Background: an optimization exercise with open tools, aiming at small area. Do not read the settings as production practice.
The RTL was checked by simulation tests, not by an equivalence proof against the original design.
No activity file was given, so power comes from the tool's default toggle rates.

==> design.v <==
module rpn_debounce #(parameter DELAY = 10) (
        input  logic clk, rst, PB,
        output logic pressed_pulse,
        output logic pressed_status
    );
    localparam W = $clog2(DELAY + 4);
    localparam logic [W-1:0] S_PRESSED  = W'(DELAY + 1);
    localparam logic [W-1:0] S_STABLE   = W'(DELAY + 2);
    localparam logic [W-1:0] S_RELEASED = W'(DELAY + 3);
    logic sync_aux, sync;
    logic [W-1:0] s;
    logic is_pressed, is_stable, is_released, clr, hold;
    generate
        if (DELAY == 10) begin : g_d10
            assign is_pressed  = s[3] & s[1] & s[0];
            assign is_stable   = s[3] & s[2] & ~s[0];
            assign is_released = s[3] & s[2] & s[0];
        end else begin : g_any
            assign is_pressed  = (s == S_PRESSED);
            assign is_stable   = (s == S_STABLE);
            assign is_released = (s == S_RELEASED);
        end
    endgenerate
    assign clr  = (~sync & ~is_stable) | is_released;
    assign hold = sync & is_stable;
    always_ff @(posedge clk) begin
        if (rst) begin
            sync_aux <= 1'b0;
            sync     <= 1'b0;
            s        <= '0;
        end else begin
            sync_aux <= PB;
            sync     <= sync_aux;
            if (clr)        s <= '0;
            else if (!hold) s <= s + 1'b1;
        end
    end
    assign pressed_pulse  = is_pressed;
    assign pressed_status = is_stable;
endmodule
module rpn_fsm (
        input  logic clk, reset, enter_p, undo_p,
        output logic [7:0] st
    );
    localparam logic [2:0] WA = 3'd0, LA = 3'd4, WB = 3'd1, LB = 3'd5,
                           WO = 3'd2, LO = 3'd6, LR = 3'd7, SR = 3'd3;
    logic [2:0] s, n;
    always_comb begin
        n = s;
        case (s)
            WA: if (enter_p) n = LA;
            LA: n = WB;
            WB: if (enter_p) n = LB; else if (undo_p) n = WA;
            LB: n = WO;
            WO: if (enter_p) n = LO; else if (undo_p) n = WB;
            LO: n = LR;
            LR: n = SR;
            default: if (enter_p) n = WA; else if (undo_p) n = WO;
        endcase
    end
    always_ff @(posedge clk) begin
        if (reset) s <= WA;
        else       s <= n;
    end
    assign st = {s == SR, s == LR, s == LO, s == WO, s == LB, s == WB, s == LA, s == WA};
endmodule
module rpn_alu (
        input  logic clk, reset, ld_a, ld_b, ld_op, ld_res, show,
        input  logic [15:0] DataIn,
        output logic [3:0] Flags,
        output logic [15:0] R,
        output logic        r_ne_in
    );
    logic [15:0] A, B;
    logic [1:0]  Op;
    always_ff @(posedge clk) begin
        if (ld_a) A  <= DataIn;
        if (ld_b) B  <= DataIn;
        if (ld_op) Op <= DataIn[1:0];
    end
    logic [15:0] bx, g, p;
    logic [16:0] c;
    logic        sub;
    assign sub  = ~Op[1] & Op[0];
    assign bx   = B ^ {16{sub}};
    assign g    = A & bx;
    assign p    = A ^ bx;
    assign c[0] = sub;
    for (genvar i = 0; i < 16; i++) begin : g_add
        assign c[i+1] = g[i] | (p[i] & c[i]);
        assign R[i]   = Op[1] ? (Op[0] ? g[i] : (p[i] | g[i])) : (p[i] ^ c[i]);
    end
    logic cN, cZ, cC, cV;
    assign cN = R[15];
    assign cZ = (R == 16'd0);
    assign cC = ~Op[1] & c[16] & (~Op[0] | (B != 16'd0));
    assign cV = ~Op[1] & (c[16] ^ c[15]);
    always_ff @(posedge clk) begin
        if (reset)       Flags <= 4'd0;
        else if (ld_res) Flags <= {cN, cZ, cC, cV};
    end
    assign r_ne_in = (R != DataIn);
endmodule
module rpn_conv (
        input  logic clk, reset, ld_res, show, r_ne_in,
        input  logic [15:0] DataIn, R,
        output logic [15:0] disp,
        output logic [18:0] bcd,
        output logic        bcd_valid
    );
    logic [15:0] prev;
    assign disp = show ? prev : DataIn;
    always_ff @(posedge clk) begin
        if (reset)                prev <= 16'd0;
        else if (ld_res | show)   prev <= R;
        else                      prev <= DataIn;
    end
    logic u1;
    always_ff @(posedge clk) u1 <= ld_res & r_ne_in;
    logic update;
    assign update = show ? u1 : (prev != DataIn);
    logic [5:0] cnt;
    logic       t_wait, t_load;
    logic       cidle;
    assign cidle = (cnt == 6'd0);
    always_ff @(posedge clk) begin
        if (reset) begin
            t_wait <= 1'b0;
            t_load <= 1'b0;
            cnt    <= 6'd0;
        end else begin
            t_wait <= (~t_wait & update) | (t_wait & ~cidle);
            t_load <= t_wait & cidle;
            cnt    <= cnt + {5'd0, (~cidle | t_load)};
        end
    end
    logic [17:0] sh;
    logic        bit_in;
    logic [17:0] sh_a3;
    assign bit_in = cnt[5] & disp[~cnt[4:1]];
    function automatic logic [3:0] add3(input logic [3:0] d);
        add3[3] = d[3] | (d[2] & (d[1] | d[0]));
        add3[2] = (d[2] & ~d[1] & ~d[0]) | (d[3] & d[0]);
        add3[1] = (d[1] & ~d[2]) | (d[1] & d[0]) | (d[3] & ~d[0]);
        add3[0] = (~d[3] & ~d[2] & d[0]) | (d[2] & d[1] & ~d[0]) | (d[3] & ~d[0]);
    endfunction
    assign sh_a3 = {sh[17:16], add3(sh[15:12]), add3(sh[11:8]), add3(sh[7:4]), add3(sh[3:0])};
    always_ff @(posedge clk) begin
        if (cnt[5] & ~cnt[0]) sh <= sh_a3;
        else                  sh <= {sh[16:0], bit_in};
    end
    always_ff @(posedge clk) begin
        if (cnt == 6'd63) bcd <= {sh, disp[0]};
        if (reset)             bcd_valid <= 1'b0;
        else if (cnt == 6'd63) bcd_valid <= 1'b1;
    end
endmodule
module rpn_disp (
        input  logic clk, reset, fmt,
        input  logic [15:0] disp,
        input  logic [18:0] bcd,
        input  logic        bcd_valid,
        output logic [6:0] Segments,
        output logic [4:0] Anodes
    );
    logic [2:0] sel;
    always_ff @(posedge clk) begin
        if (reset) sel <= 3'd0;
        else       sel <= sel + 3'd1;
    end
    logic [3:0] hex_nib, bcd_nib, dig;
    always_comb begin
        case (sel[1:0])
            2'd0: hex_nib = disp[3:0];
            2'd1: hex_nib = disp[7:4];
            2'd2: hex_nib = disp[11:8];
            default: hex_nib = disp[15:12];
        endcase
        case (sel[1:0])
            2'd0: bcd_nib = bcd[3:0];
            2'd1: bcd_nib = bcd[7:4];
            2'd2: bcd_nib = bcd[11:8];
            default: bcd_nib = bcd[15:12];
        endcase
        if (sel[2]) bcd_nib = (sel[1:0] == 2'd0) ? {1'b0, bcd[18:16]} : 4'd0;
        if (fmt) dig = bcd_valid ? bcd_nib : 4'd0;
        else     dig = sel[2] ? 4'd0 : hex_nib;
    end
    always_comb begin
        case (dig)
            4'h0: Segments = 7'b100_0000;
            4'h1: Segments = 7'b111_1001;
            4'h2: Segments = 7'b010_0100;
            4'h3: Segments = 7'b011_0000;
            4'h4: Segments = 7'b001_1001;
            4'h5: Segments = 7'b001_0010;
            4'h6: Segments = 7'b000_0010;
            4'h7: Segments = 7'b111_1000;
            4'h8: Segments = 7'b000_0000;
            4'h9: Segments = 7'b001_1000;
            4'ha: Segments = 7'b000_1000;
            4'hb: Segments = 7'b000_0011;
            4'hc: Segments = 7'b100_0110;
            4'hd: Segments = 7'b010_0001;
            4'he: Segments = 7'b000_0110;
            default: Segments = 7'b000_1110;
        endcase
    end
    always_comb begin
        case (sel)
            3'd0: Anodes = 5'b11110;
            3'd1: Anodes = 5'b11101;
            3'd2: Anodes = 5'b11011;
            3'd3: Anodes = 5'b10111;
            3'd4: Anodes = 5'b01111;
            default: Anodes = 5'b11111;
        endcase
    end
endmodule
module Act3_RPCalculator #(parameter N_debouncer = 10) (
        input  logic        clk, resetN,
        input  logic        Enter, Undo, DisplayFormat,
        input  logic [15:0] DataIn,
        output logic [3:0]  Flags,
        output logic [7:0]  CurrentState,
        output logic [6:0]  Segments,
        output logic [4:0]  Anodes
    );
    logic reset_aux, reset;
    always_ff @(posedge clk) begin
        reset_aux <= ~resetN;
        reset     <= reset_aux;
    end
    logic enter_p, undo_p, fmt;
    rpn_debounce #(N_debouncer) db_enter (.clk(clk), .rst(reset), .PB(Enter),
        .pressed_pulse(enter_p), .pressed_status());
    rpn_debounce #(N_debouncer) db_undo  (.clk(clk), .rst(reset), .PB(Undo),
        .pressed_pulse(undo_p), .pressed_status());
    rpn_debounce #(N_debouncer) db_fmt   (.clk(clk), .rst(reset), .PB(DisplayFormat),
        .pressed_pulse(), .pressed_status(fmt));
    logic [7:0] st;
    rpn_fsm fsm (.clk(clk), .reset(reset), .enter_p(enter_p), .undo_p(undo_p), .st(st));
    assign CurrentState = st;
    logic [15:0] disp, R;
    logic        r_ne_in;
    rpn_alu alu (.clk(clk), .reset(reset), .ld_a(st[1]), .ld_b(st[3]), .ld_op(st[5]),
        .ld_res(st[6]), .show(st[7]), .DataIn(DataIn), .Flags(Flags), .R(R), .r_ne_in(r_ne_in));
    logic [18:0] bcd;
    logic        bcd_valid;
    rpn_conv conv (.clk(clk), .reset(reset), .ld_res(st[6]), .show(st[7]), .r_ne_in(r_ne_in),
        .DataIn(DataIn), .R(R), .disp(disp), .bcd(bcd), .bcd_valid(bcd_valid));
    rpn_disp dsp (.clk(clk), .reset(reset), .fmt(fmt), .disp(disp), .bcd(bcd), .bcd_valid(bcd_valid),
        .Segments(Segments), .Anodes(Anodes));
endmodule
==> flow/run.sh <==
#!/bin/bash
# Own layout flow: the standard flow, with the combinational logic of the
# standard synthesis re-mapped by an area-oriented ABC script (no adder cells),
# and the smallest buffer on the ports. Registers (names, count, cell types)
# are those of the standard synthesis; the flow checks this before using the
# re-mapped netlist and falls back to the standard netlist otherwise.
set -euo pipefail
W=$(pwd)
R=$W/orfs/results/$FLOW_PLATFORM/Act3_RPCalculator/base

# 1. the standard synthesis (the reference for register names)
bash standard.sh synth > $W/std_synth.log 2>&1
cp $R/1_2_yosys.v $W/std_1_2_yosys.v

# 2. the same synthesis script with another ABC script and no adder mapping
rm -rf $W/own_scripts $W/own
cp -r $FLOW_HOME/scripts $W/own_scripts
cp $W/flow/abc_area.script $W/own_scripts/abc_area.script
make -C $FLOW_HOME DESIGN_CONFIG=$W/config.mk WORK_HOME=$W/own CLKGATE_MAP_FILE= \
    SYNTH_SCRIPT=$W/synth_recipe.tcl SCRIPTS_DIR=$W/own_scripts ABC_AREA=1 ADDER_MAP_FILE= \
    synth > $W/own_synth.log 2>&1 || true
OWN=$W/own/results/$FLOW_PLATFORM/Act3_RPCalculator/base/1_2_yosys.v

# 3. use it only if it has exactly the standard synthesis's registers
if [[ -f $OWN ]] && python3 $W/flow/check_regs.py $W/std_1_2_yosys.v $OWN > $W/check_regs.log 2>&1; then
    cp $OWN $R/1_2_yosys.v
    echo "using the re-mapped netlist" >> $W/check_regs.log
else
    echo "using the standard netlist" >> $W/check_regs.log
fi
rm -f $R/1_synth.odb $R/1_synth.sdc

# 4. the rest of the standard flow
# clock tree and port buffer settings
source $W/flow/knobs.sh
bash standard.sh "BUFFER_PORTS_ARGS=-buffer_cell $PORT_BUF" "CTS_ARGS=$CTS" $EXTRA finish > $W/std_layout.log 2>&1
==> flow/abc_area.script <==
strash
dc2
dch -f
amap
topo
==> flow/check_regs.py <==
# Compare the registers of two flat gate-level netlists: instance name and
# cell type (drive strength stripped) of every flip-flop or latch.
import re, sys

SEQ = re.compile(r'sky130_fd_sc_hd__(df|edf|sdf|dl|sedf)')

def regs(path):
    text = open(path).read()
    out = {}
    for m in re.finditer(r'^\s*(sky130_fd_sc_hd__\w+)\s+(\\\S+|\S+)\s*\(', text, re.M):
        cell, name = m.group(1), m.group(2)
        if SEQ.match(cell) and not cell.startswith('sky130_fd_sc_hd__dlygate') \
                and not cell.startswith('sky130_fd_sc_hd__dlymetal'):
            out[name] = re.sub(r'_\d+$', '', cell)
    return out

a, b = regs(sys.argv[1]), regs(sys.argv[2])
print(f"standard: {len(a)} registers, re-mapped: {len(b)} registers")
if a != b:
    for k in sorted(set(a) | set(b)):
        if a.get(k) != b.get(k):
            print("differs:", k, a.get(k), b.get(k))
    sys.exit(1)
print("registers match")
==> flow/knobs.sh <==
# settings for run.sh
PORT_BUF=sky130_fd_sc_hd__buf_1
# clock tree: small buffers and no dummy loads
CTS="-sink_clustering_enable -repair_clock_nets -dont_use_dummy_load"
CTS="$CTS -buf_list {sky130_fd_sc_hd__clkbuf_4} -root_buf sky130_fd_sc_hd__clkbuf_8"
CTS="$CTS -sink_clustering_size 16 -sink_clustering_max_diameter 60"
EXTRA=""
==> standard.sh <==
#!/bin/bash
# synth_recipe.tcl (not shown) runs the flow's synth.tcl, then flattens the netlist and writes it again
# the make line also repeats each setting of config.mk as NAME=value (left out here)
make -C /OpenROAD-flow-scripts/flow DESIGN_CONFIG=/design/flow/config.mk WORK_HOME=/design/flow/orfs CLKGATE_MAP_FILE= SYNTH_SCRIPT=/design/flow/synth_recipe.tcl "${@:-finish}"
==> config.mk <==
export PLATFORM = sky130hd
export DESIGN_NAME = Act3_RPCalculator
export DESIGN_NICKNAME = Act3_RPCalculator
export VERILOG_FILES = /design/flow/design.v
export SDC_FILE = /design/flow/constraint.sdc
export NUM_CORES = 4
export LEC_CHECK = 0
export ABC_AREA = 1
export CAP_MARGIN = 20
export CORE_MARGIN = 2
export CORE_UTILIZATION = 60
export GPL_TIMING_DRIVEN = 0
export SLEW_MARGIN = 20
==> constraint.sdc <==
create_clock -name core_clock -period 7.0 [get_ports {clk}]
set_input_delay 1.4000 -clock core_clock [delete_from_list [all_inputs] [get_ports {clk}]]
set_output_delay 1.4000 -clock core_clock [all_outputs]
set_load 0.01 [all_outputs]
==> impl_metrics.yaml, run 1 <==
critical_path:
  crit_required_ns: 7.27
  end_kind: "register"
  worstSetupPathType: "register to register"
  crit_top_cell: "nor2_1"
  crit_path_start_kind: "register"
  slowest_stage: "edfxtp_1"
  worstPathArrival_ns: 6.62
  critPathMaxStageDelay_ns: 0.64
  cp_max_fo: 20
die:
  core_um2: 9864
  io_pins: 45
  initial_core_util_pct: 62.11
  die_x_um: 105.1
  die_area_um2: 11040
  rows: 36
  die_h_um: 105.1
clock_tree:
  root_buffer: "clkbuf_8"
  numClockSinks: 127
  cts_max_level: 4
  cts_tree: "yes"
  insertion_delay_ns: 0.40
  clk_path_buf_depth: 2
  cts_made_buffers: 17
  clk_pin_slew_ns: 0.10
timing:
  relSlewSlack_pct: 38.07
  finalClockSkew_ns: 0.03811
  rsz0062_at_grt: "no"
  hold_viol: 0
  finalMaxSlewViolations: 0
  tns_ns: 0
  post-route-period-util_pct: 90.72
  worst_pin_slew_ns: 0.9276
  timing.hold.ws_ns: 0.3503
  min_period_ns: 6.350
  setup_viol: 0
  fmax_mhz: 157.5
route:
  wirelength_um: 14540
  drtIter0Drc: 382
  viasPerCell: 6.063
  drtPass1Iterations: 5
  via_count: 5517
  drc: 0
  wl_per_cell_um: 15.98
  ant_nets: 0
global_route:
  grt_pass1_vias: 5168
  grt_antenna_before_repair: 0
  grt-ovfl-total: 0
  grt_pass1_wl_um: 23530
  grt_usage_pct: 26.60
  grt_max_degree: 26
layout:
  final-seq-area_um2: 3093
  multi_input_area_um2: 2719
  num-nets-final: 800
  synthToLayoutAreaGrowth_pct: 9.067
  layout-drive-gt1-share_pct: 4.505
  fillers: 816
  diodes: 0
placed_design:
  hpwl_um: 10690
  numPortBuffers: 44
  place.gp.congestion: 0.9072
power_and_ir_drop:
  power_density_nw_per_um2: 194.1
  total_leakage_power_nw: 2.153
  finalPower_mw: 1.297
  vdd.ir_drop.worst_mv: 0.1457
yosys:
  yosysWarnings: 6
  synth_area_um2: 6127
  syn_nets: 731
  avgSynthCellArea_um2: 8.630
  syn_inst: 710
job:
  drv_cap: 0
outcome:
  outcome: "no timing/DRC/antenna violations"
min_path:
  hold_path.class: "register to register"
## cell usage in the layout, fill, tap and decap left out, types with 5 or more instances in the layout
master    count
clkbuf_4     16
nor4_1        5
nand2_1      42
o22ai_1      48
o21ai_0      56
nor2_1      127
o32ai_1      14
a311oi_1      5
a221oi_1     10
a22oi_1       5
clkinv_1     78
nor3_1       31
nand3_1       9
and2_0       15
a211oi_1     18
a21oi_1      43
a31oi_1       5
buf_1        44
buf_4         8
edfxtp_1     55
o21a_1       10
dfxtp_1      72
nor2b_1      13
## per-layer routing
metal  routed length, µm  vias up  part of all wire [%]  track usage, %
met5                   0        -                     0               0
met4                 289        0                   2.0           9.810
li1                    -     2766                     -               -
met3                 789       30                   5.4           5.365
met1                6211     2541                    43           32.28
met2                7248      180                    50           46.66
## area by class of cell
class                           instances  share of cell area [%]
Tap cell                              133                   2.490
Clock buffer                           17                   2.003
Timing Repair Buffer                   50                   3.370
Inverter                               80                   4.606
Multi-Input combinational cell        498                   40.69
Sequential cell                       127                   46.28
Buffer                                  5                  0.5617
## path summary, 6_finish.rpt
path | start | end | slack (ns) | depth (start not counted)
max | alu.Op[1] | conv.u1 | 0.65 | 37
min | reset_aux | reset | 0.35 | 0
max reg2reg | alu.Op[1] | conv.u1 | 0.65 | 37
min reg2reg | reset_aux | reset | 0.35 | 0
## timing repair
item	CTS	global route
hold buffers	0	0
setup endpoints to repair	0	5
buffers inserted	0	3
resized for setup	0	4
## power breakdown
part | switching, mW | leakage [nW] | internal, mW
Sequential | 0.0207 | 1.09 | 0.787
Combinational | 0.0935 | 0.977 | 0.0542
Clock | 0.222 | 0.0808 | 0.119
Total | 0.336 | 2.15 | 0.961
## per-stage QoR
stage	setup slack [ns]	area, µm²	util, %	instances
after CTS	0.4353	6640	67.31	907
after global placement	-0.1858	6459	65.47	887
after floorplan	1.137	6127	-	710
after global routing	0.008110	6683	67.74	910
final	0.6496	6683	67.74	910
after detailed placement	0.4957	6506	65.96	890
## worst max-delay path, delay by kind of cell (launching register included)
family / cells / cell delay (ns)
buffers and inverters: 1 / 0.23
and+or+nand+nor: 24 / 3.06
DFF: 1 / 0.64
AOI/OAI and AO/OA: 12 / 2.32
## flip-flops by register name (all words and copies together) (netlist names), 6 cells and up
name and flops:
conv.cnt 6, conv.bcd 19, conv.sh 18, conv.prev 16, alu.B 16, alu.A 16
==> run 2: changes to the inputs <==
--- a/config.mk
+++ b/config.mk
@@ -11,3 +11,2 @@
 export CORE_UTILIZATION = 60
-export GPL_TIMING_DRIVEN = 0
 export SLEW_MARGIN = 20
==> run 2 against run 1 <==
Net effect: die area stayed put; core utilization is 0.76 points lower; maximum frequency is 5.3% higher; clock power hardly changed; wire length is 0.33% higher; synthesized cell count stayed put; via count is 1.0% lower; synthesized area stayed put; clock skew is 0.0092 ns lower; critical endpoint unchanged; largest cell class unchanged.
==> impl_metrics.yaml, run 2 <==
outcome:
  outcome: "no timing/DRC/antenna violations"
layout:
  synthToLayoutAreaGrowth_pct: 7.842
  diodes: 0
  final_cells: 905
  largest_reg_flops: 19
  fillers: 810
  mostFrequentLayoutCells: "130 x nor2_1, 80 x clkinv_1, 72 x dfxtp_1, 56 x o21ai_0, 55 x edfxtp_1"
  final_common_cell: "nor2_1"
  layout-drive-gt1-share_pct: 3.109
  final_area_um2: 6608
  reg_top3: "conv.bcd: 19 flops, conv.sh: 18 flops"
  num-nets-final: 795
  regMostFlops: "conv.bcd"
die:
  initial_core_util_pct: 62.11
  die_h_um: 105.1
  core_um2: 9864
  die_x_um: 105.1
  io_pins: 45
  die_area_um2: 11040
  rows: 36
timing:
  relSlewSlack_pct: 38.97
  rsz0062_at_grt: "no"
  fmax_mhz: 165.7
  hold_viol: 0
  post-route-period-util_pct: 86.19
  finalClockSkew_ns: 0.02896
  setup_viol: 0
  min_period_ns: 6.033
  finalMaxSlewViolations: 0
  tns_ns: 0
  worst_pin_slew_ns: 0.9141
critical_path:
  cp_max_fo: 12
  worstPathArrival_ns: 6.33
  crit_path_start_kind: "register"
  worstSetupPathType: "register to register"
  crit_top_cell: "nor2_1"
  crit_required_ns: 7.29
  end_kind: "register"
  critPathMaxStageDelay_ns: 0.47
  slowest_stage: "o32ai_1"
route:
  ant_nets: 0
  drtPass1Iterations: 5
  drtIter0Drc: 291
  drc: 0
  wl_per_cell_um: 16.12
  wirelength_um: 14590
  viasPerCell: 6.033
  via_count: 5460
clock_tree:
  cts_tree: "yes"
  clk_pin_slew_ns: 0.09
  root_buffer: "clkbuf_8"
  cts_max_level: 4
  numClockSinks: 127
  clk_path_buf_depth: 2
  cts_made_buffers: 17
  insertion_delay_ns: 0.41
global_route:
  grt_antenna_before_repair: 0
  grt_pass1_vias: 5115
  grt_usage_pct: 26.67
  grt-ovfl-total: 0
  grt_pass1_wl_um: 23560
  grt_max_degree: 26
job:
  drv_cap: 0
power_and_ir_drop:
  finalPower_mw: 1.296
  total_leakage_power_nw: 2.122
  vdd.ir_drop.worst_mv: 0.1636
  power_density_nw_per_um2: 196.1
yosys:
  syn_nets: 731
  yosysWarnings: 6
  syn_inst: 710
  synth_area_um2: 6127
  avgSynthCellArea_um2: 8.630
placed_design:
  hpwl_um: 10890
  dp.cells: 888
  numPortBuffers: 44
  place_area_um2: 6466
  place.gp.congestion: 0.8836
min_path:
  hold_path.class: "register to register"
[run 2: routing by layer]
metal  track usage, %  part of all wire, %  vias up
li1                 -                    -     2757
met4            8.857                  1.6        0
met5                0                    0        -
met3            5.677                  5.0       26
met2            46.01                   50      150
met1            33.24                   43     2527
[run 2: what timing repair did]
item                                    in CTS  in global routing
endpoints found under the setup margin       0                  4
buffers inserted                             0                  0
resized for setup                            0                  2
hold buffers                                 0                  0
[run 2: final timing paths]
path / cells past startpoint / slack, ns / to / startpoint
setup / recovery: 36 / 0.97 / conv.u1 / alu.Op[0]
setup reg to reg: 36 / 0.97 / conv.u1 / alu.Op[0]
hold / removal: 0 / 0.35 / reset / reset_aux
hold reg to reg: 0 / 0.35 / reset / reset_aux
[run 2: layout make-up]
| type | count | area [µm²] | share of cell area, % |
|---|---|---|---|
| sequential | 127 | 3093 | 46.81 |
| tap | 133 | 166.4 | 2.518 |
| clock buffer | 17 | 133.9 | 2.026 |
| multi-input combinational | 498 | 2704 | 40.92 |
| timing repair buffer | 50 | 210.2 | 3.181 |
| inverter | 80 | 300.3 | 4.545 |
[run 2: critical path: cells and delay by family (launching register included)]
kind / cells / cell delay, ns
compound gates: 10 / 1.57
buf+inv: 1 / 0.35
flops: 1 / 0.41
simple gates: 25 / 3.62
[run 2: stage by stage]
| step | setup WS (ns) | utilization, % | hold slack [ns] |
|---|---|---|---|
| after floorplan | 1.137 | - | 0.3096 |
| after global routing | 0.1137 | 66.98 | 0.3664 |
| final | 0.9667 | 66.98 | 0.3508 |
| after detailed placement | 0.7343 | 65.55 | 0.3136 |
| after global placement | 1.191 | 65.55 | 0.3159 |
| after CTS | 0.7302 | 66.91 | 0.3528 |
[run 2: report_power, final]
group | switching (mW) | total, mW | leakage [nW] | internal, mW
clock network | 0.219 | 0.338 | 0.0808 | 0.119
registers | 0.0211 | 0.809 | 1.09 | 0.787
logic | 0.0945 | 0.149 | 0.947 | 0.0543
total | 0.335 | 1.30 | 2.12 | 0.961
==> run 3: changes to the inputs <==
--- a/config.mk
+++ b/config.mk
@@ -10,3 +10,3 @@
 export CORE_MARGIN = 2
-export CORE_UTILIZATION = 60
+export CORE_UTILIZATION = 66
 export SLEW_MARGIN = 20
==> run 3 against run 2 <==
Net effect: cell area down 0.49%; still clean; synthesized area unchanged; worst hold slack worse by 0.0089 ns; critical endpoint is now Segments[3]; sequential power about the same.
==> impl_metrics.yaml, run 3 <==
clock_tree:
  cts_max_level: 4
  cts_made_buffers: 17
  root_buffer: "clkbuf_8"
  clk_path_buf_depth: 2
  numClockSinks: 127
  insertion_delay_ns: 0.42
  postCtsSetupRepairBufs: 0
  clk_pin_slew_ns: 0.12
  cts_tree: "yes"
timing:
  fmax_mhz: 163.9
  finalClockSkew_ns: 0.04364
  rsz0062_at_grt: "no"
  hold_viol: 0
  relSlewSlack_pct: 40.93
  finalMaxSlewViolations: 0
  min_period_ns: 6.103
  worst_pin_slew_ns: 0.8848
  tns_ns: 0
  setup_viol: 0
  post-route-period-util_pct: 87.19
global_route:
  grt_max_degree: 26
  grt_antenna_before_repair: 0
  grt_pass1_vias: 5155
  grt_usage_pct: 30.11
  grt-ovfl-total: 0
  grt_pass1_wl_um: 23740
route:
  drtPass1Iterations: 7
  wl_per_cell_um: 16.59
  drc: 0
  via_count: 5538
  wirelength_um: 14650
  ant_nets: 0
  viasPerCell: 6.272
  drtIter0Drc: 390
job:
  drv_cap: 0
power_and_ir_drop:
  switching_share_pct: 26.30
  clockPowerShare_pct: 26.5
  seqPwrFrac_pct: 62.0
  power_density_nw_per_um2: 198.3
  vdd.ir_drop.worst_mv: 0.1653
  p_switching_uw: 342.9
  total_leakage_power_nw: 2.121
  p_comb_share_pct: 11.5
  p_int_uw: 960.9
placed_design:
  place.gp.congestion: 0.8799
  hpwl_um: 10770
  numPortBuffers: 44
die:
  rows: 35
  die_h_um: 100.4
  die_x_um: 100.4
  die_area_um2: 10070
  core_um2: 9109
  initial_core_util_pct: 67.27
  io_pins: 45
critical_path:
  end_kind: "output pin"
  worstPathArrival_ns: 4.70
  crit_required_ns: 5.60
  crit_path_start_kind: "register"
  crit_path_start: "fsm.s[0]"
  cp_max_fo: 20
  worstSetupPathType: "register to output pin"
  timing.rr.start: "alu.Op[0]"
yosys:
  synth_area_um2: 6127
  syn_inst: 710
  syn_nets: 731
  avgSynthCellArea_um2: 8.630
  yosysWarnings: 6
layout:
  mostFrequentLayoutCells: "130 x nor2_1, 80 x clkinv_1, 72 x dfxtp_1, 56 x o21ai_0, 55 x edfxtp_1"
  diodes: 0
  largest_reg_flops: 19
  final_util_pct: 72.18
  fillers: 736
  regMostFlops: "conv.bcd"
  synthToLayoutAreaGrowth_pct: 7.311
  final-seq-area_um2: 3093
  num-nets-final: 795
  reg_top3: "conv.bcd: 19 flops, conv.sh: 18 flops"
  multi_input_area_um2: 2699
  layout-drive-gt1-share_pct: 3.109
  final_common_cell: "nor2_1"
min_path:
  worstHoldStart: "reset_aux"
  hold_path.class: "register to register"
outcome:
  outcome: "no timing/DRC/antenna violations"
## run 3: routing by layer
| layer | global-route usage [%] | vias to the layer above | part of all wire (%) |
|---|---|---|---|
| li1 | - | 2763 | - |
| met1 | 36.35 | 2537 | 42 |
| met2 | 51.83 | 196 | 50 |
| met3 | 5.501 | 42 | 5.8 |
| met4 | 14.75 | 0 | 2.5 |
| met5 | 0 | - | 0 |
## run 3: layout make-up
cell class | instances | area share, %
Clock buffer | 17 | 2.036
Inverter | 80 | 4.567
Multi-Input combinational cell | 498 | 41.05
Sequential cell | 127 | 47.04
Tap cell | 111 | 2.112
Timing Repair Buffer | 50 | 3.197
## run 3: path summary, 6_finish.rpt
path / to / slack [ns] / depth (start not counted)
setup / recovery: Segments[3] / 0.90 / 16
hold / removal: reset / 0.34 / 0
setup reg to reg: alu.Flags[2] / 1.00 / 37
hold reg to reg: reset / 0.34 / 0
## run 3: metrics by stage
| stage | hold slack [ns] | instances | worst slack (ns) | area, µm² | power [mW] |
|---|---|---|---|---|---|
| floorplan | 0.3096 | 710 | 1.137 | 6127 | 0.9232 |
| global placement | 0.3156 | 866 | 1.263 | 6439 | 0.9639 |
| detailed placement | 0.3121 | 866 | 0.9214 | 6439 | 0.9700 |
| CTS | 0.3415 | 883 | 0.9180 | 6573 | 1.302 |
| global route | 0.3443 | 883 | 0.1068 | 6575 | 1.353 |
| finish | 0.3418 | 883 | 0.8969 | 6575 | 1.304 |
## run 3: what timing repair did
item,4_1_cts,5_1_grt
hold buffers,0,0
endpoints found under the setup margin,0,2
gates resized for setup,0,1
## run 3: power by group through the flow
stage | clock [mW] | sequential [mW] | combinational [mW]
2_1_floorplan | 0 | 0.819 | 0.104
3_3_place_gp | 0 | 0.823 | 0.141
3_5_place_dp | 0 | 0.824 | 0.146
4_1_cts | 0.348 | 0.807 | 0.147
5_1_grt | 0.377 | 0.810 | 0.166
6_report | 0.345 | 0.808 | 0.150
## run 3: critical path, cell delays in order, from the launching register on
cell and delay [ns]:
dfxtp_1 0.37, clkinv_1 0.14, nor2_1 0.52, clkinv_1 0.24, nor2_1 0.14, buf_4 0.25
clkinv_1 0.43, o22ai_1 0.40, o22ai_1 0.15, nor3_1 0.17, a211oi_1 0.07, o21ai_0 0.54
clkinv_1 0.27, nor2_1 0.22, nor2_1 0.08, a21oi_1 0.15, buf_1 0.16
==> run 4: changes to the inputs <==
--- a/config.mk
+++ b/config.mk
@@ -10,3 +10,3 @@
 export CORE_MARGIN = 2
-export CORE_UTILIZATION = 66
+export CORE_UTILIZATION = 50
 export SLEW_MARGIN = 20
==> run 4 against run 3 <==
Net effect: still clean on timing, DRC and antenna; setup slack improved by 0.082 ns; core utilization fell by 17 points; combinational power is essentially flat; clock-buffer cell count is the same; clock power hardly changed; non-clock buffer count did not move; first-iteration DRC count down 8.2%; via count fell by 0.67%; clock skew is 0.011 ns lower; sequential share of layout area fell by 0.30 points; global-route usage is 6.7 points lower; critical path type is now register to register; critical endpoint is now alu.Flags[2]; largest cell class unchanged; largest power group unchanged; highest routed layer unchanged.
==> impl_metrics.yaml, run 4 <==
outcome:
  outcome: "no timing/DRC/antenna violations"
power_and_ir_drop:
  vdd.ir_drop.worst_mv: 0.1164
  total_leakage_power_nw: 2.121
  seqPwrFrac_pct: 62.1
  p_switching_uw: 341.3
  switching_share_pct: 26.21
  p_comb_share_pct: 11.6
  clockPowerShare_pct: 26.4
  p_int_uw: 960.7
  power_density_nw_per_um2: 196.7
global_route:
  grt_antenna_before_repair: 0
  grt_max_degree: 26
  grt-ovfl-total: 0
  grt_usage_pct: 23.41
  grt_pass1_wl_um: 23970
  grt_pass1_vias: 5037
yosys:
  yosysWarnings: 6
  synth_area_um2: 6127
  avgSynthCellArea_um2: 8.630
  syn_inst: 710
  syn_nets: 731
placed_design:
  place.gp.congestion: 0.9037
  hpwl_um: 11180
  numPortBuffers: 44
timing:
  fmax_mhz: 166.1
  timing.hold.ws_ns: 0.3499
  finalMaxSlewViolations: 0
  tns_ns: 0
  setup_viol: 0
  worst_pin_slew_ns: 0.8856
  finalClockSkew_ns: 0.03224
  relSlewSlack_pct: 40.88
  rsz0062_at_grt: "no"
  min_period_ns: 6.022
  hold_viol: 0
  post-route-period-util_pct: 86.02
layout:
  final_common_cell: "nor2_1"
  layout-drive-gt1-share_pct: 2.979
  reg_top3: "conv.bcd: 19 flops, conv.sh: 18 flops"
  regMostFlops: "conv.bcd"
  num-nets-final: 795
  diodes: 0
  largest_reg_flops: 19
  synthToLayoutAreaGrowth_pct: 8.005
  mostFrequentLayoutCells: "131 x nor2_1, 80 x clkinv_1, 72 x dfxtp_1, 56 x o21ai_0, 55 x edfxtp_1"
  fillers: 1116
route:
  drc: 0
  viasPerCell: 5.986
  wl_met1_um: 6395
  via_count: 5501
  ant_nets: 0
  drtIter0Drc: 358
  dr_wl_met3_um: 756
  drtPass1Iterations: 7
  wl_met2_um: 7558
  wl_per_cell_um: 16.30
  wirelength_um: 14980
  highest_layer: "met4"
critical_path:
  worstSetupPathType: "register to register"
  critPathMaxStageDelay_ns: 0.40
  worstPathArrival_ns: 6.29
  ff2ff_path_depth: 36
  slowest_stage: "edfxtp_1"
  crit_required_ns: 7.26
  end_kind: "register"
  crit_top_cell: "nor2_1"
  cp_max_fo: 25
  crit_path_start_kind: "register"
clock_tree:
  clk_path_buf_depth: 2
  cts_tree: "yes"
  postCtsSetupRepairBufs: 0
  root_buffer: "clkbuf_8"
  cts_made_buffers: 17
  cts_max_level: 4
  clk_pin_slew_ns: 0.11
  ctsResizeCount: 0
  insertion_delay_ns: 0.43
  numClockSinks: 127
  hold_buffers: 0
die:
  die_x_um: 114.7
  core_um2: 12010
  die_area_um2: 13160
  io_pins: 45
  die_h_um: 114.7
  initial_core_util_pct: 51.01
  rows: 40
min_path:
  hold_path_depth: 0
  hold_path.class: "register to register"
job:
  drv_cap: 0
run 4: changes by cell type in the layout (fill, tap and decap cells not counted):
| cell | delta |
|---|---|
| nor2_1 | +1 |
| nor2_2 | -1 |
run 4: layout make-up:
type / count / area, µm² / area share [%]
inverter: 80 / 300.3 / 4.538
timing repair buffer: 50 / 210.2 / 3.176
tap: 147 / 183.9 / 2.779
clock buffer: 17 / 133.9 / 2.023
sequential: 127 / 3093 / 46.74
multi-input combinational: 498 / 2696 / 40.74
run 4: routing by layer:
layer,vias up,global-route usage (%)
met4,0,9.639
met5,-,0
met1,2567,27.84
li1,2752,-
met3,24,5.506
met2,158,40.87
run 4: stage by stage:
stage	instance area [µm²]	std cells	power, mW	setup WS, ns	util (%)
floorplan	6127	710	0.9232	1.137	-
global route	6618	919	1.361	0.3061	55.09
finish	6618	919	1.302	0.9784	55.09
global placement	6484	902	0.9680	1.351	53.98
detailed placement	6484	902	0.9723	1.076	53.98
CTS	6618	919	1.312	1.083	55.09
run 4: worst paths after layout:
kind	slack, ns	from	to
setup / recovery	0.98	alu.Op[0]	alu.Flags[2]
hold / removal	0.35	reset_aux	reset
setup reg to reg	0.98	alu.Op[0]	alu.Flags[2]
hold reg to reg	0.35	reset_aux	reset
run 4: worst max-delay path: cells and delay by family, from the launching register on:
kind	cells	cell delay, ns
AOI/OAI and AO/OA	7	0.95
DFF	1	0.40
and+or+nand+nor	25	3.60
buffers and inverters	4	0.97
run 4: power by group through the flow:
| stage | Combinational [mW] | Clock, mW | Sequential, mW |
|---|---|---|---|
| after global placement | 0.144 | 0 | 0.824 |
| after CTS | 0.148 | 0.356 | 0.807 |
| after floorplan | 0.104 | 0 | 0.819 |
| after global routing | 0.168 | 0.382 | 0.811 |
| final | 0.151 | 0.343 | 0.808 |
| after detailed placement | 0.148 | 0 | 0.825 |
==> run 5: changes to the inputs <==
--- a/config.mk
+++ b/config.mk
@@ -8,5 +8,6 @@
 export ABC_AREA = 1
-export CAP_MARGIN = 20
+export CAP_MARGIN = 5
 export CORE_MARGIN = 2
-export CORE_UTILIZATION = 50
-export SLEW_MARGIN = 20
+export CORE_UTILIZATION = 70
+export GPL_TIMING_DRIVEN = 0
+export SLEW_MARGIN = 5
==> run 5 against run 4 <==
Net effect: worst hold slack improved by 0.036 ns; via count rose by 3.7%; synthesized area did not move; critical path depth rose by 2; die area fell by 28%; combinational power barely moved; synthesized cell count did not move; clock skew rose by 0.013 ns; clock power fell by 3%; wire length fell by 1.2%; critical path type unchanged; critical endpoint is now conv.u1.
==> impl_metrics.yaml, run 5 <==
critical_path:
  slowest_stage: "edfxtp_1"
  worstSetupPathType: "register to register"
  end_kind: "register"
  crit_top_cell: "nor2_1"
  critPathMaxStageDelay_ns: 0.51
  worstPathArrival_ns: 6.87
  cp.buffers_inverters: 4
  crit_path_start_kind: "register"
  crit_required_ns: 7.34
  critPathTopFamily: "simple AND/OR/NAND/NOR gates"
  cp_max_fo: 22
power_and_ir_drop:
  power_density_nw_per_um2: 194.3
  total_leakage_power_nw: 2.142
  vdd.ir_drop.worst_mv: 0.1763
route:
  drc: 0
  wirelength_um: 14800
  via_count: 5706
  drtPass1Iterations: 7
  viasPerCell: 6.469
  drtIter0Drc: 332
  ant_nets: 0
  wl_per_cell_um: 16.78
min_path:
  hold_path.class: "register to register"
global_route:
  grt_usage_pct: 31.06
  grt_max_degree: 26
  grt_pass1_wl_um: 23740
  grt-ovfl-total: 0
  grt_pass1_vias: 5329
  grt_antenna_before_repair: 0
timing:
  timing.hold.ws_ns: 0.3858
  finalClockSkew_ns: 0.04517
  rsz0062_at_grt: "yes"
  relSlewSlack_pct: 20.92
  fmax_mhz: 153.2
  hold_viol: 0
  setup_viol: 0
  finalMaxSlewViolations: 0
  min_period_ns: 6.529
  post-route-period-util_pct: 93.28
  worst_pin_slew_ns: 1.185
clock_tree:
  insertion_delay_ns: 0.42
  root_buffer: "clkbuf_8"
  cts_max_level: 4
  clk_path_buf_depth: 2
  cts_tree: "yes"
  cts_made_buffers: 17
  numClockSinks: 127
  clk_pin_slew_ns: 0.12
job:
  drv_cap: 0
yosys:
  synth_area_um2: 6127
  syn_nets: 731
  syn_inst: 710
  avgSynthCellArea_um2: 8.630
  yosysWarnings: 6
layout:
  regMostFlops: "conv.bcd"
  synthToLayoutAreaGrowth_pct: 8.434
  mostFrequentLayoutCells: "127 x nor2_1, 79 x clkinv_1, 72 x dfxtp_1, 56 x o21ai_0, 55 x edfxtp_1"
  final_area_um2: 6644
  num-nets-final: 797
  largest_reg_flops: 19
  layout-drive-gt1-share_pct: 4.264
  diodes: 0
  reg_top3: "conv.bcd: 19 flops, conv.sh: 18 flops"
  final_common_cell: "nor2_1"
  fillers: 631
die:
  io_pins: 45
  die_x_um: 97.56
  die_area_um2: 9517
  rows: 34
  die_h_um: 97.56
  core_um2: 8593
  initial_core_util_pct: 71.30
placed_design:
  place.gp.congestion: 0.9554
  hpwl_um: 10920
  place_area_um2: 6465
  numPortBuffers: 44
outcome:
  outcome: "no timing/DRC/antenna violations"
[run 5: per-layer routing]
metal	GRT usage [%]	wire length [µm]	vias to the layer above
li1	-	-	2756
met1	36.18	5729	2651
met2	55.01	7548	248
met3	6.403	1036	51
met4	14.00	488	0
met5	0	0	-
[run 5: path summary, 6_finish.rpt]
check | start | end | slack (ns) | cells past startpoint
worst max-delay path | alu.Op[0] | conv.u1 | 0.47 | 38
worst min-delay path | reset_aux | reset | 0.39 | 0
worst max register to register | alu.Op[0] | conv.u1 | 0.47 | 38
worst min register to register | reset_aux | reset | 0.39 | 0
[run 5: repair_timing]
item,in CTS,in global routing
hold buffers,0,0
setup buffers,0,1
endpoints found under the hold margin,0,0
setup endpoints to repair,3,4
gates resized for setup,1,6
[run 5: area by class of cell]
class,count,area [µm²],share of cell area (%)
sequential,127,3093,46.55
timing repair buffer,47,202.7,3.051
clock buffer,17,133.9,2.015
multi-input combinational,498,2738,41.21
tap,108,135.1,2.034
buffer,5,37.54,0.5650
inverter,80,304.0,4.576
[run 5: worst reg2reg max path, delay by kind of cell (launching register included)]
family | cells | cell delay (ns)
buffers and inverters | 4 | 0.85
AND/OR/NAND/NOR | 27 | 4.26
flip-flops | 1 | 0.51
AO/OA/AOI/OAI | 7 | 0.89
[run 5: through the flow]
step / utilization (%) / setup WS (ns) / instances / setup TNS, ns / total power, mW
after floorplan: - / 1.137 / 710 / 0 / 0.9232
after global placement: 74.80 / -0.03737 / 862 / -0.03737 / 0.9623
after detailed placement: 75.23 / 0.3316 / 864 / 0 / 0.9686
after CTS: 76.82 / 0.3699 / 881 / 0 / 1.289
after global routing: 77.32 / -0.09562 / 882 / -0.1696 / 1.341
final: 77.32 / 0.4706 / 882 / 0 / 1.291
[run 5: power breakdown]
part / internal [mW] / leakage, nW / switching, mW
combinational: 0.0542 / 0.967 / 0.0958
sequential: 0.788 / 1.09 / 0.0199
clock: 0.119 / 0.0808 / 0.214
==> run 6: changes to the inputs <==
--- a/design.v
+++ b/design.v
@@ -228,7 +228,8 @@
     );
-    logic reset_aux, reset;
-    always_ff @(posedge clk) begin
-        reset_aux <= ~resetN;
-        reset     <= reset_aux;
-    end
+    logic resetN_aux, resetN_sync, reset;
+    always_ff @(posedge clk) begin
+        resetN_aux  <= resetN;
+        resetN_sync <= resetN_aux;
+    end
+    assign reset = ~resetN_sync;
     logic enter_p, undo_p, fmt;
--- a/config.mk
+++ b/config.mk
@@ -8,6 +8,5 @@
 export ABC_AREA = 1
-export CAP_MARGIN = 5
+export CAP_MARGIN = 20
 export CORE_MARGIN = 2
-export CORE_UTILIZATION = 70
-export GPL_TIMING_DRIVEN = 0
-export SLEW_MARGIN = 5
+export CORE_UTILIZATION = 60
+export SLEW_MARGIN = 20
==> run 6 against run 5 <==
Net effect: setup slack improved by 0.36 ns; synthesized area fell by 0.35%; sequential power about the same; maximum frequency is 5.8% higher; power increased by 0.89%.
==> impl_metrics.yaml, run 6 <==
die:
  initial_core_util_pct: 62.18
  core_um2: 9819
  die_area_um2: 11000
  die_x_um: 104.9
  die_h_um: 104.9
  rows: 36
  io_pins: 45
power_and_ir_drop:
  p_switching_uw: 341.1
  clockPowerShare_pct: 26.3
  p_comb_share_pct: 11.7
  vdd.ir_drop.worst_mv: 0.1948
  total_leakage_power_nw: 2.120
  power_density_nw_per_um2: 197.0
  switching_share_pct: 26.19
  p_int_uw: 961.4
  seqPwrFrac_pct: 62.0
  finalPower_mw: 1.302
global_route:
  met3_usage_pct: 6.488
  top_usage_layer: "met2"
  grt_max_degree: 25
  grt_pass1_wl_um: 24090
  grt-ovfl-total: 0
  grtUsageMet1_pct: 33.73
  grt_usage_pct: 27.61
  met2_usage_pct: 47.40
  grt_antenna_before_repair: 0
  grt_pass1_vias: 5114
layout:
  multi_input_area_um2: 2665
  final_cells: 905
  fillers: 834
  reg_top3: "conv.bcd: 19 flops, conv.sh: 18 flops"
  num-nets-final: 795
  final-seq-area_um2: 3093
  final_common_cell: "nor2_1"
  layout-drive-gt1-share_pct: 3.627
  regMostFlops: "conv.bcd"
  largest_reg_flops: 19
  final_util_pct: 67.32
  synthToLayoutAreaGrowth_pct: 8.258
  final_area_um2: 6610
  mostFrequentLayoutCells: "129 x nor2_1, 83 x clkinv_1, 72 x dfxtp_1, 55 x edfxtp_1"
  diodes: 0
critical_path:
  r2r_end: "alu.Flags[2]"
  critPathMaxStageDelay_ns: 0.64
  worstPathArrival_ns: 4.77
  ff2ff_path_depth: 39
  crit_path_start_kind: "register"
  r2r_slack_ns: 0.93
  worstSetupPathType: "register to output pin"
  crit_required_ns: 5.60
  end_kind: "output pin"
  timing.rr.start: "alu.Op[0]"
  crit_top_cell: "clkinv_1"
  cp.buffers_inverters: 7
  crit_chain: "clkinv_1, nor2_1, clkinv_1, nor2_1, buf_4, clkinv_1, o22ai_1, a211oi_1, o32ai_1, clkinv_1, o21ai_0, clkinv_1, o32ai_1, buf_1"
  slowest_stage: "o32ai_1"
  critPathTopFamily: "compound AO/OA/AOI/OAI gates"
  cp_max_fo: 19
yosys:
  syn_inst: 707
  avgSynthCellArea_um2: 8.636
  synth_area_um2: 6106
  syn_nets: 728
  yosysWarnings: 6
route:
  ant_nets: 0
  viasPerCell: 6.033
  drc: 0
  drtPass1Iterations: 5
  via_count: 5460
  wl_per_cell_um: 16.22
  wirelength_um: 14680
  drtIter0Drc: 267
min_path:
  hold_path.class: "register to register"
  hold_path_depth: 0
  hold_end: "resetN_sync"
  worstHoldStart: "resetN_aux"
timing:
  fmax_mhz: 162.1
  finalMaxSlewViolations: 0
  setup_viol: 0
  rsz0062_at_grt: "no"
  fin_ws_ns: 0.8310
  finalClockSkew_ns: 0.03217
  tns_ns: 0
  hold_viol: 0
  min_period_ns: 6.169
  relSlewSlack_pct: 50.27
  post-route-period-util_pct: 88.13
  timing.hold.ws_ns: 0.3364
  worst_pin_slew_ns: 0.7432
clock_tree:
  cts_max_level: 4
  cts_made_buffers: 17
  root_buffer: "clkbuf_8"
  hold_buffers: 0
  clk_path_buf_depth: 2
  clk_pin_slew_ns: 0.10
  insertion_delay_ns: 0.42
  numClockSinks: 127
  cts_tree: "yes"
placed_design:
  post-place-ws_ns: 0.8535
  hpwl_um: 10950
  place_area_um2: 6457
  place.gp.congestion: 0.8980
  numPortBuffers: 44
  dp.cells: 886
outcome:
  outcome: "no timing/DRC/antenna violations"
job:
  drv_cap: 0
[run 6: routing by layer]
layer	up-vias	routed length, µm
met3	34	805
li1	2764	-
met4	0	294
met5	-	0
met2	176	7307
met1	2486	6272
[run 6: worst max path at each step]
stage | start | slack [ns] | cells after the start | endpoint
after global placement | alu.Op[0] | 1.25 | 39 | alu.Flags[2]
after floorplan | alu.Op[1] | 1.06 | 37 | alu.Flags[2]
after global routing | alu.Op[0] | 0.08 | 39 | alu.Flags[2]
final | fsm.s[1] | 0.83 | 14 | Segments[6]
after CTS | alu.Op[0] | 0.76 | 39 | alu.Flags[2]
after detailed placement | alu.Op[0] | 0.85 | 39 | alu.Flags[2]
[run 6: timing repair]
action,in CTS,in global routing
resized for setup,0,1
setup buffers,0,2
endpoints found under the setup margin,0,1
[run 6: layout make-up]
cell class | count | area share [%]
Sequential cell | 127 | 46.79
Clock buffer | 17 | 2.025
Inverter | 84 | 4.827
Tap cell | 133 | 2.518
Multi-Input combinational cell | 491 | 40.32
Timing Repair Buffer | 53 | 3.521
[run 6: power by group through the flow]
stage	clock network, mW	logic (mW)	registers (mW)
2_1_floorplan	0	0.105	0.818
3_3_place_gp	0	0.143	0.823
3_5_place_dp	0	0.149	0.824
4_1_cts	0.349	0.151	0.807
5_1_grt	0.379	0.169	0.811
6_report	0.342	0.153	0.808
==> run 7: changes to the inputs <==
--- a/design.v
+++ b/design.v
@@ -235,5 +235,5 @@
     logic enter_p, undo_p, fmt;
-    rpn_debounce #(N_debouncer) db_enter (.clk(clk), .rst(reset), .PB(Enter),
+    rpn_debounce #(10) db_enter (.clk(clk), .rst(reset), .PB(Enter),
         .pressed_pulse(enter_p), .pressed_status());
-    rpn_debounce #(N_debouncer) db_undo  (.clk(clk), .rst(reset), .PB(Undo),
+    rpn_debounce #(10) db_undo  (.clk(clk), .rst(reset), .PB(Undo),
         .pressed_pulse(undo_p), .pressed_status());
--- a/flow/run.sh
+++ b/flow/run.sh
@@ -2,3 +2,4 @@
 # Own layout flow: the standard flow, with the combinational logic of the
-# standard synthesis re-mapped by an area-oriented ABC script (no adder cells),
+# standard synthesis re-mapped by an area-oriented ABC script (no adder cells,
+# no buffers on pass-through wires),
 # and the smallest buffer on the ports. Registers (names, count, cell types)
@@ -19,3 +20,3 @@
 make -C $FLOW_HOME DESIGN_CONFIG=$W/config.mk WORK_HOME=$W/own CLKGATE_MAP_FILE= \
-    SYNTH_SCRIPT=$W/synth_recipe.tcl SCRIPTS_DIR=$W/own_scripts ABC_AREA=1 ADDER_MAP_FILE= \
+    SYNTH_SCRIPT=$W/synth_recipe.tcl SCRIPTS_DIR=$W/own_scripts ABC_AREA=1 ADDER_MAP_FILE= SYNTH_INSBUF=0 \
     synth > $W/own_synth.log 2>&1 || true
==> run 7 against run 6 <==
Net effect: clock power up 1%; critical path depth grew 25; still clean; cell count decreased by 0.11%; setup slack worse by 0.034 ns; power rose by 0.27%; synthesized cell count is 0.71% lower; global-route usage is 0.52 points higher; register-to-register slack worse by 0.13 ns; cell area down 0.11%.
==> impl_metrics.yaml, run 7 <==
outcome:
  outcome: "no timing/DRC/antenna violations"
route:
  via_count: 5516
  viasPerCell: 6.102
  drtIter0Drc: 301
  drc: 0
  wl_per_cell_um: 16.59
  ant_nets: 0
  wirelength_um: 15000
  drtPass1Iterations: 5
min_path:
  hold_path.class: "register to register"
clock_tree:
  cts_tree: "yes"
  cts_made_buffers: 17
  cts_max_level: 4
  hold_buffers: 0
  root_buffer: "clkbuf_8"
  clk_path_buf_depth: 2
  insertion_delay_ns: 0.44
  numClockSinks: 127
  clk_pin_slew_ns: 0.09
power_and_ir_drop:
  switching_share_pct: 26.40
  p_int_uw: 961.2
  p_switching_uw: 344.8
  power_density_nw_per_um2: 197.8
  vdd.ir_drop.worst_mv: 0.1351
  p_comb_share_pct: 11.7
  finalPower_mw: 1.306
  clockPowerShare_pct: 26.5
  seqPwrFrac_pct: 61.8
  total_leakage_power_nw: 2.115
timing:
  fmax_mhz: 161.2
  hold_viol: 0
  worst_pin_slew_ns: 0.7518
  finalClockSkew_ns: 0.04483
  fin_ws_ns: 0.7974
  tns_ns: 0
  relSlewSlack_pct: 49.69
  setup_viol: 0
  finalMaxSlewViolations: 0
  min_period_ns: 6.203
  timing.hold.ws_ns: 0.3381
  post-route-period-util_pct: 88.61
layout:
  synthToLayoutAreaGrowth_pct: 8.804
  reg_top3: "conv.bcd: 19 flops, conv.sh: 18 flops"
  regMostFlops: "conv.bcd"
  num-nets-final: 794
  layout-drive-gt1-share_pct: 3.502
  multi_input_area_um2: 2665
  diodes: 0
  final_util_pct: 67.55
  final_area_um2: 6603
  final_common_cell: "nor2_1"
  final-seq-area_um2: 3093
  largest_reg_flops: 19
  final_cells: 904
  fillers: 832
  mostFrequentLayoutCells: "129 x nor2_1, 83 x clkinv_1, 72 x dfxtp_1, 55 x edfxtp_1"
yosys:
  yosysWarnings: 6
  synth_area_um2: 6068
  syn_nets: 723
  avgSynthCellArea_um2: 8.644
  syn_inst: 702
die:
  initial_core_util_pct: 62.08
  die_area_um2: 10930
  core_um2: 9774
  die_h_um: 104.6
  die_x_um: 104.6
  io_pins: 45
  rows: 36
placed_design:
  place.gp.congestion: 0.8818
  hpwl_um: 11120
  place_area_um2: 6442
  numPortBuffers: 44
  post-place-ws_ns: 0.7785
  dp.cells: 884
critical_path:
  critPathTopFamily: "simple AND/OR/NAND/NOR gates"
  crit_top_cell: "nor2_1"
  cp.buffers_inverters: 4
  critPathMaxStageDelay_ns: 0.49
  cp_max_fo: 28
  slowest_stage: "edfxtp_1"
  crit_path_start_kind: "register"
  worstPathArrival_ns: 6.55
  crit_required_ns: 7.34
  worstSetupPathType: "register to register"
  end_kind: "register"
global_route:
  grt-ovfl-total: 0
  grt_pass1_wl_um: 24140
  grt_max_degree: 29
  grt_usage_pct: 28.13
  grt_antenna_before_repair: 0
  grt_pass1_vias: 5160
job:
  drv_cap: 0
[run 7: metal layers]
metal | wire length (µm) | GRT usage [%]
met1 | 6399 | 33.82
met2 | 7317 | 47.29
met3 | 814 | 6.800
met4 | 464 | 13.71
met5 | 0 | 0
[run 7: final cells by class]
| cell class | count | area share [%] |
|---|---|---|
| Inverter | 84 | 4.832 |
| Sequential cell | 127 | 46.84 |
| Timing Repair Buffer | 52 | 3.411 |
| Tap cell | 133 | 2.520 |
| Clock buffer | 17 | 2.028 |
| Multi-Input combinational cell | 491 | 40.36 |
[run 7: path summary, 6_finish.rpt]
check              from            to  slack (ns)  cells after the start
max           alu.Op[0]  alu.Flags[2]        0.80                     39
max reg2reg   alu.Op[0]  alu.Flags[2]        0.80                     39
min reg2reg  resetN_aux   resetN_sync        0.34                      0
min          resetN_aux   resetN_sync        0.34                      0
[run 7: repair_timing]
item / in CTS / in global routing
setup endpoints to repair: 0 / 1
endpoints found under the hold margin: 0 / 0
resized for setup: 0 / 1
buffers inserted: 0 / 3
[run 7: power by group through the flow]
| stage | combinational, mW | sequential [mW] | clock, mW |
|---|---|---|---|
| 2_1_floorplan | 0.105 | 0.818 | 0 |
| 3_3_place_gp | 0.144 | 0.823 | 0 |
| 3_5_place_dp | 0.150 | 0.824 | 0 |
| 4_1_cts | 0.150 | 0.807 | 0.348 |
| 5_1_grt | 0.171 | 0.810 | 0.376 |
| 6_report | 0.153 | 0.807 | 0.346 |
==> run 8: changes to the inputs <==
==> flow/knobs.sh (replaced) <==
PORT_BUF=sky130_fd_sc_hd__buf_1
CTS="-sink_clustering_enable -repair_clock_nets -dont_use_dummy_load"
CTS="$CTS -buf_list {sky130_fd_sc_hd__clkbuf_4} -root_buf sky130_fd_sc_hd__clkbuf_8"
CTS="$CTS -sink_clustering_size 16 -sink_clustering_max_diameter 60 -sink_clustering_levels 1"
EXTRA=""
==> run 8 against run 7 <==
Net effect: still clean on timing, DRC and antenna; register-to-register slack barely moved; maximum frequency stayed put; critical path depth is the same; critical path type unchanged; largest cell class unchanged.
==> impl_metrics.yaml, run 8 <==
power_and_ir_drop:
  p_switching_uw: 344.8
  total_leakage_power_nw: 2.115
  clockPowerShare_pct: 26.5
  power_density_nw_per_um2: 197.8
  p_comb_share_pct: 11.7
  switching_share_pct: 26.40
  p_int_uw: 961.2
  seqPwrFrac_pct: 61.8
  vdd.ir_drop.worst_mv: 0.1351
global_route:
  grt-ovfl-total: 0
  grt_antenna_before_repair: 0
  grt_usage_pct: 28.13
  grt_pass1_wl_um: 24140
  grt_pass1_vias: 5160
  grt_max_degree: 29
placed_design:
  place.gp.congestion: 0.8818
  post-place-ws_ns: 0.7785
  numPortBuffers: 44
  dp.cells: 884
  hpwl_um: 11120
  place_area_um2: 6442
timing:
  finalMaxSlewViolations: 0
  post-route-period-util_pct: 88.61
  worst_pin_slew_ns: 0.7518
  hold_viol: 0
  min_period_ns: 6.203
  finalClockSkew_ns: 0.04483
  relSlewSlack_pct: 49.69
  fmax_mhz: 161.2
  setup_viol: 0
  fin_ws_ns: 0.7974
layout:
  num-nets-final: 794
  final_util_pct: 67.55
  multi_input_area_um2: 2665
  largest_reg_flops: 19
  final-seq-area_um2: 3093
  regMostFlops: "conv.bcd"
  final_cells: 904
  mostFrequentLayoutCells: "129 x nor2_1, 83 x clkinv_1, 72 x dfxtp_1, 55 x edfxtp_1"
  final_common_cell: "nor2_1"
  layout-drive-gt1-share_pct: 3.502
  reg_top3: "conv.bcd: 19 flops, conv.sh: 18 flops"
  final_area_um2: 6603
  synthToLayoutAreaGrowth_pct: 8.804
  fillers: 832
  diodes: 0
clock_tree:
  insertion_delay_ns: 0.44
  cts_made_buffers: 17
  clk_path_buf_depth: 2
  root_buffer: "clkbuf_8"
  cts_tree: "yes"
  cts_max_level: 4
  numClockSinks: 127
  clk_pin_slew_ns: 0.09
  hold_buffers: 0
die:
  initial_core_util_pct: 62.08
  core_um2: 9774
  io_pins: 45
  die_x_um: 104.6
  die_area_um2: 10930
  die_h_um: 104.6
  rows: 36
route:
  wirelength_um: 15000
  drtIter0Drc: 301
  viasPerCell: 6.102
  drtPass1Iterations: 5
  wl_per_cell_um: 16.59
  via_count: 5516
  drc: 0
  ant_nets: 0
critical_path:
  worstSetupPathType: "register to register"
  crit_path_start_kind: "register"
  crit_top_cell: "nor2_1"
  end_kind: "register"
  crit_required_ns: 7.34
  critPathMaxStageDelay_ns: 0.49
  worstPathArrival_ns: 6.55
  slowest_stage: "edfxtp_1"
  cp_max_fo: 28
job:
  drv_cap: 0
yosys:
  synth_area_um2: 6068
  syn_inst: 702
  avgSynthCellArea_um2: 8.644
  yosysWarnings: 6
  syn_nets: 723
min_path:
  hold_path.class: "register to register"
outcome:
  outcome: "no timing/DRC/antenna violations"
run 8: worst max-delay path, delay by kind of cell (launching register included):
kind / cells / cell delay (ns)
AND/OR/NAND/NOR: 25 / 3.13
AO/OA/AOI/OAI: 10 / 1.73
buffers and inverters: 4 / 0.73
flip-flops: 1 / 0.49
run 8: power groups by stage:
stage | Sequential, mW | Combinational [mW] | Clock (mW)
2_1_floorplan | 0.818 | 0.105 | 0
3_3_place_gp | 0.823 | 0.144 | 0
3_5_place_dp | 0.824 | 0.150 | 0
4_1_cts | 0.807 | 0.150 | 0.348
5_1_grt | 0.810 | 0.171 | 0.376
6_report | 0.807 | 0.153 | 0.346
run 8: what timing repair did:
item	4_1_cts	5_1_grt
gates resized for setup	0	1
setup endpoints to repair	0	1
buffers inserted	0	3
run 8: final cells by class:
cell class,instances,area share [%]
Multi-Input combinational cell,491,40.36
Tap cell,133,2.520
Sequential cell,127,46.84
Clock buffer,17,2.028
Timing Repair Buffer,52,3.411
Inverter,84,4.832
run 8: stage by stage:
| step | hold WS, ns | TNS (ns) | power [mW] |
|---|---|---|---|
| after floorplan | 0.3096 | 0 | 0.9235 |
| after global placement | 0.3119 | 0 | 0.9664 |
| after detailed placement | 0.3193 | 0 | 0.9734 |
| after CTS | 0.3423 | 0 | 1.305 |
| after global routing | 0.3466 | -0.0008917 | 1.357 |
| final | 0.3381 | 0 | 1.306 |
run 8: routing by layer:
metal / up-vias / GRT usage [%] / share of wire, %
li1: 2760 / - / -
met3: 45 / 6.800 / 5.4
met1: 2542 / 33.82 / 43
met5: - / 0 / 0
met2: 169 / 47.29 / 49
met4: 0 / 13.71 / 3.1
run 8: worst paths after layout:
| check | slack, ns | from | to | cells after the start |
|---|---|---|---|---|
| worst max-delay path | 0.80 | alu.Op[0] | alu.Flags[2] | 39 |
| worst min-delay path | 0.34 | resetN_aux | resetN_sync | 0 |
| worst max register to register | 0.80 | alu.Op[0] | alu.Flags[2] | 39 |
| worst min register to register | 0.34 | resetN_aux | resetN_sync | 0 |
==> run 9: changes to the inputs <==
==> flow/knobs.sh (replaced) <==
PORT_BUF=sky130_fd_sc_hd__buf_1
CTS="-sink_clustering_enable -repair_clock_nets -dont_use_dummy_load"
CTS="$CTS -buf_list {sky130_fd_sc_hd__clkbuf_4} -root_buf sky130_fd_sc_hd__clkbuf_8"
CTS="$CTS -sink_clustering_size 30 -sink_clustering_max_diameter 150 -sink_clustering_levels 2 -sink_clustering_buffer sky130_fd_sc_hd__clkbuf_8"
EXTRA=""
==> run 9 against run 8 <==
Net effect: still clean; via count is the same; maximum frequency unchanged; sequential power about the same; wire length did not move; cell area stayed put; global-route usage is the same; worst hold slack is the same; clock-buffer cell count is the same; non-clock buffer count unchanged; setup slack did not move; largest cell class unchanged.
==> impl_metrics.yaml, run 9 <==
placed_design:
  place_area_um2: 6442
  dp.cells: 884
  post-place-ws_ns: 0.7785
  hpwl_um: 11120
  place.gp.congestion: 0.8818
  numPortBuffers: 44
layout:
  final_common_cell: "nor2_1"
  largest_reg_flops: 19
  diodes: 0
  num-nets-final: 794
  synthToLayoutAreaGrowth_pct: 8.804
  layout-drive-gt1-share_pct: 3.502
  regMostFlops: "conv.bcd"
  mostFrequentLayoutCells: "129 x nor2_1, 83 x clkinv_1, 72 x dfxtp_1, 55 x edfxtp_1"
  final_area_um2: 6603
  reg_top3: "conv.bcd: 19 flops, conv.sh: 18 flops"
  final_cells: 904
global_route:
  grt_pass1_vias: 5160
  grt_pass1_wl_um: 24140
  grt-ovfl-total: 0
  grt_antenna_before_repair: 0
  grt_max_degree: 29
  grt_usage_pct: 28.13
yosys:
  synth_area_um2: 6068
  avgSynthCellArea_um2: 8.644
  syn_nets: 723
  syn_inst: 702
  yosysWarnings: 6
timing:
  fmax_mhz: 161.2
  fin_ws_ns: 0.7974
  min_period_ns: 6.203
  finalMaxSlewViolations: 0
  hold_viol: 0
  timing.hold.ws_ns: 0.3381
  worst_pin_slew_ns: 0.7518
  setup_viol: 0
  finalClockSkew_ns: 0.04483
  relSlewSlack_pct: 49.69
  tns_ns: 0
  post-route-period-util_pct: 88.61
route:
  via_count: 5516
  wirelength_um: 15000
  drc: 0
  drtPass1Iterations: 5
  viasPerCell: 6.102
  ant_nets: 0
  wl_per_cell_um: 16.59
  drtIter0Drc: 301
clock_tree:
  numClockSinks: 127
  clk_path_buf_depth: 2
  clk_pin_slew_ns: 0.09
  insertion_delay_ns: 0.44
  cts_tree: "yes"
  hold_buffers: 0
  cts_max_level: 4
  root_buffer: "clkbuf_8"
  cts_made_buffers: 17
critical_path:
  cp_max_fo: 28
  crit_top_cell: "nor2_1"
  worstSetupPathType: "register to register"
  crit_required_ns: 7.34
  worstPathArrival_ns: 6.55
  end_kind: "register"
  crit_path_start_kind: "register"
  critPathMaxStageDelay_ns: 0.49
  slowest_stage: "edfxtp_1"
die:
  core_um2: 9774
  die_h_um: 104.6
  rows: 36
  die_x_um: 104.6
  io_pins: 45
  die_area_um2: 10930
  initial_core_util_pct: 62.08
power_and_ir_drop:
  vdd.ir_drop.worst_mv: 0.1351
  total_leakage_power_nw: 2.115
  power_density_nw_per_um2: 197.8
outcome:
  outcome: "no timing/DRC/antenna violations"
job:
  drv_cap: 0
min_path:
  hold_path.class: "register to register"
[run 9: critical path: cells and delay by family (launching register included)]
kind | cells | cell delay, ns
AND/OR/NAND/NOR | 25 | 3.13
AO/OA/AOI/OAI | 10 | 1.73
buffers and inverters | 4 | 0.73
flip-flops | 1 | 0.49
[run 9: worst paths after layout]
| check | start | to | slack (ns) | cells after the start |
|---|---|---|---|---|
| setup / recovery | alu.Op[0] | alu.Flags[2] | 0.80 | 39 |
| hold / removal | resetN_aux | resetN_sync | 0.34 | 0 |
| setup reg to reg | alu.Op[0] | alu.Flags[2] | 0.80 | 39 |
| hold reg to reg | resetN_aux | resetN_sync | 0.34 | 0 |
[run 9: final cells by class]
| class | count | area, µm² |
|---|---|---|
| fill | 832 | 3172 |
| sequential | 127 | 3093 |
| multi-input combinational | 491 | 2665 |
| inverter | 84 | 319.1 |
| timing repair buffer | 52 | 225.2 |
| tap | 133 | 166.4 |
| clock buffer | 17 | 133.9 |
[run 9: repair_timing]
action | CTS | global route
gates resized for setup | 0 | 1
buffers inserted | 0 | 3
hold endpoints to repair | 0 | 0
endpoints found under the setup margin | 0 | 1
[run 9: report_power, final]
part / internal (mW) / leakage, nW / switching, mW
Clock: 0.119 / 0.0808 / 0.227
Sequential: 0.788 / 1.09 / 0.0197
Combinational: 0.0549 / 0.940 / 0.0980
[run 9: per-layer routing]
layer	track usage (%)	up-vias	part of all wire, %
met5	0	-	0
met4	13.71	0	3.1
met3	6.800	45	5.4
met2	47.29	169	49
met1	33.82	2542	43
li1	-	2760	-
[run 9: stage by stage]
| step | power (mW) | util (%) |
|---|---|---|
| 2_1_floorplan | 0.9235 | - |
| 4_1_cts | 1.305 | 67.28 |
| 6_report | 1.306 | 67.55 |
| 3_3_place_gp | 0.9664 | 65.91 |
| 3_5_place_dp | 0.9734 | 65.91 |
| 5_1_grt | 1.357 | 67.55 |

port drivers added, routing unchanged:
In the flow no input, the clock included, has a driving cell. The finished layouts below were timed again as built, in two steps.
Step 1, drivers: a clkbuf_16 drives clk and a buf_2 each remaining input, both assumed.
Step 2 moves the port delays by t, midway between the first and last clock arrival at a register: inputs arrive t later, outputs are due t later. That takes back most of the time a late clock gives input paths.
Three values: no drivers, after step 1, after step 2; two values: the first two.
run | shift t [ns] | setup WS [ns] | clock arrival spread, ns | worst register clock-pin slew, ns | cell pins on the clock port's net
run 1 | 0.420 | 0.650 / 0.625 / 0.650 | 0.038 / 0.038 | 0.12 / 0.12 | 1
run 2 | 0.422 | 0.967 / 0.967 / 0.967 | 0.030 / 0.030 | 0.11 / 0.11 | 1
run 3 | 0.434 | 0.897 / 0.863 / 1.003 | 0.045 / 0.044 | 0.12 / 0.12 | 1
run 4 | 0.443 | 0.978 / 0.978 / 0.978 | 0.038 / 0.039 | 0.11 / 0.11 | 1
run 5 | 0.433 | 0.471 / 0.471 / 0.471 | 0.046 / 0.047 | 0.12 / 0.12 | 1
run 6 | 0.448 | 0.831 / 0.795 / 0.929 | 0.040 / 0.039 | 0.11 / 0.11 | 1
run 7 | 0.453 | 0.797 / 0.772 / 0.797 | 0.050 / 0.050 | 0.12 / 0.12 | 1
run 8 | 0.453 | 0.797 / 0.772 / 0.797 | 0.050 / 0.050 | 0.12 / 0.12 | 1
run 9 | 0.453 | 0.797 / 0.772 / 0.797 | 0.050 / 0.050 | 0.12 / 0.12 | 1
After both steps setup and hold are still met in every run listed.
